From an optimization exercise on the open Yosys and OpenROAD flow, aimed at small area and a short achievable clock period; shortcuts taken in it are not production practice.
The RTL was checked by simulation tests, not by an equivalence proof against the original design.

==> flow/design.v (excerpt) <==
module FilterPipe (
    input  wire         clk,
    input  wire         rst,
    input  wire         in_valid,
    input  wire [2:0]   op_code,
    input  wire [1:0]   matrix_size,
    input  wire [199:0] matrix_a,
    input  wire [199:0] matrix_b,
    input  wire [199:0] matrix_c,
    output reg          out_valid,
    output reg  [7:0]   result
);
For scale: about 6900 cells after synthesis, ~620 I/O pins, ~0.089 mm2 of cells after synthesis.
==> flow/config.mk <==
export PLATFORM = sky130hd
export DESIGN_NAME = FilterPipe
export DESIGN_NICKNAME = FilterPipe
export VERILOG_FILES = /design/flow/design.v
export SDC_FILE = /design/flow/constraint.sdc
export NUM_CORES = 8
export LEC_CHECK = 0
export CAP_MARGIN = 20
export CELL_PAD_IN_SITES_DETAIL_PLACEMENT = 1
export CORE_MARGIN = 2
export CORE_UTILIZATION = 40
export CTS_CLUSTER_DIAMETER = 60
export CTS_CLUSTER_SIZE = 20
export PLACE_DENSITY_LB_ADDON = 0.1
export SLEW_MARGIN = 20
export SYNTH_HIERARCHICAL = 1
==> flow/constraint.sdc <==
create_clock -name core_clock -period 190.0 [get_ports {clk}]
set_input_delay 38.0000 -clock core_clock [delete_from_list [all_inputs] [get_ports {clk}]]
set_output_delay 38.0000 -clock core_clock [all_outputs]
set_load 0.01 [all_outputs]
standard.sh (not shown) runs the stock make flow with config.mk's settings and CLKGATE_MAP_FILE= SYNTH_SCRIPT=/design/flow/synth_recipe.tcl, a recipe that flattens the netlist after the stock synthesis.
==> flow/flow/run.sh <==
#!/bin/bash
# The standard layout (the standard.sh: ORFS synthesis to finish), with the
# port buffers that global placement inserts made sky130_fd_sc_hd__buf_1 cells
# instead of the cell buffer_ports picks by default.
set -euo pipefail
export BUFFER_PORTS_ARGS="-buffer_cell sky130_fd_sc_hd__buf_1"
bash standard.sh finish > standard.log 2>&1
The starting point completed without violations.
Then changed:
CELL_PAD_IN_SITES_DETAIL_PLACEMENT = unset   (was 1)
CORE_UTILIZATION = 30   (was 40)
After rerunning: Design area rises slightly. Final cell count rises by roughly a tenth. Utilization falls by 10 points.

lane 1:
FilterPipe again, from the RTL that the note above started with.
clock: 190.0 ns
lec_check: 0
cap_margin: 20
cell_pad_in_sites_detail_placement: 1
core_margin: 2
core_utilization: 40
cts_cluster_diameter: 60
cts_cluster_size: 20
gpl_timing_driven: 0
place_density_lb_addon: 0.1
slew_margin: 20
synth_hierarchical: 1
==> flow/flow/run.sh <==
#!/bin/bash
# The standard layout (the standard.sh: ORFS from synthesis to finish) with
# two changes: the buffers that ABC inserted are removed at floorplan
# (REMOVE_ABC_BUFFERS=1, as global placement is not timing driven here), and
# the port buffers that global placement inserts are sky130_fd_sc_hd__buf_1.
# make's output goes to standard.log; ORFS keeps each step's log under orfs/logs.
set -euo pipefail
export BUFFER_PORTS_ARGS="-buffer_cell sky130_fd_sc_hd__buf_1"
bash standard.sh REMOVE_ABC_BUFFERS=1 finish > standard.log 2>&1
Input changes introduced in lane 2 (baseline for comparison: lane 1):
- a change of CTS_CLUSTER_DIAMETER from 60 to 80
- a change of CTS_CLUSTER_SIZE from 20 to 30
==> flow/flow/run.sh <==
#!/bin/bash
# The standard layout (the standard.sh: ORFS from synthesis to finish) with
# three changes:
#  - ABC maps the logic for a load of 1 (ABC_LOAD_IN_FF=1) instead of the
#    platform's 5, so it does not upsize the small AOI cells it maps;
#  - the buffers that ABC inserted are removed at floorplan
#    (REMOVE_ABC_BUFFERS=1, as global placement is not timing driven here);
#  - the port buffers that global placement inserts are sky130_fd_sc_hd__buf_1.
# make's output goes to standard.log; ORFS keeps each step's log under orfs/logs.
set -euo pipefail
export BUFFER_PORTS_ARGS="-buffer_cell sky130_fd_sc_hd__buf_1"
bash standard.sh ABC_LOAD_IN_FF=1 REMOVE_ABC_BUFFERS=1 finish > standard.log 2>&1
==> comparison <==
Against lane 1 as the reference, lane 2 delivers a lower setup slack after placement. Lane 2 vs. lane 1: synthesis-to-finish area growth lower; area after synthesis went down; row count shows a reduction of about 0.6%; clock buffer instance count of the final layout saw a decrease. Re x dimension of the die: lane 2 is about 0.43% down on lane 1.
Here is what was changed in the inputs of lane 3 compared with lane 2.
==> flow/flow/run.sh <==
#!/bin/bash
# The standard layout (the standard.sh: ORFS from synthesis to finish) with
# two changes: the buffers that ABC inserted are removed at floorplan
# (REMOVE_ABC_BUFFERS=1, as global placement is not timing driven here), and
# the port buffers that global placement inserts are sky130_fd_sc_hd__buf_1.
# make's output goes to standard.log; ORFS keeps each step's log under orfs/logs.
set -euo pipefail
export BUFFER_PORTS_ARGS="-buffer_cell sky130_fd_sc_hd__buf_1"
bash standard.sh REMOVE_ABC_BUFFERS=1 finish > standard.log 2>&1
==> run summary <==
Going from lane 2 to lane 3, count of plain and timing-repair buffers in the layout held steady, normalized max-slew margin increased by 0.50 points relative to the old numbers. Reported for lane 3 and lane 2, setup TNS turned out identical to the last digit. Setup WNS lane 2 -> lane 3: better.

port drivers added, routing unchanged:
In the flow no input, the clock included, has a driving cell. The finished layouts below were timed again as built, in two steps. Step 1 sets driving cells, clkbuf_16 on the clock port and buf_2 on the other inputs (assumed; they add their load-dependent delay and slew). Step 2 adds t to the input delays and takes it off the output delays; t is the mean of the earliest and latest rising clock arrival at the registers after step 1. Input paths then give back, and output paths get back, about the clock's delay inside the block. Slacks: ideal ports / drivers / drivers and shift; pairs: ideal ports / drivers.
run | t, ns | setup slack, ns | slew at the worst register clock pin (ns) | pins driven straight from the clock port
the first run of note 1 | 0.851 | 150.741 / 150.633 / 150.163 | 0.08 / 0.08 | 1
the second run of note 1 | 0.853 | 150.762 / 150.663 / 149.996 | 0.08 / 0.08 | 1
lane 1 | 0.813 | 150.785 / 150.679 / 150.358 | 0.08 / 0.08 | 1
lane 2 | 0.776 | 150.749 / 150.643 / 150.344 | 0.11 / 0.11 | 1
lane 3 | 0.802 | 150.800 / 150.695 / 150.351 | 0.11 / 0.11 | 1
After both steps every run listed still meets setup and hold. For the second run of note 1, which loses most, drivers alone change the setup slack by -0.099 ns; drivers and shift together by -0.766 ns.
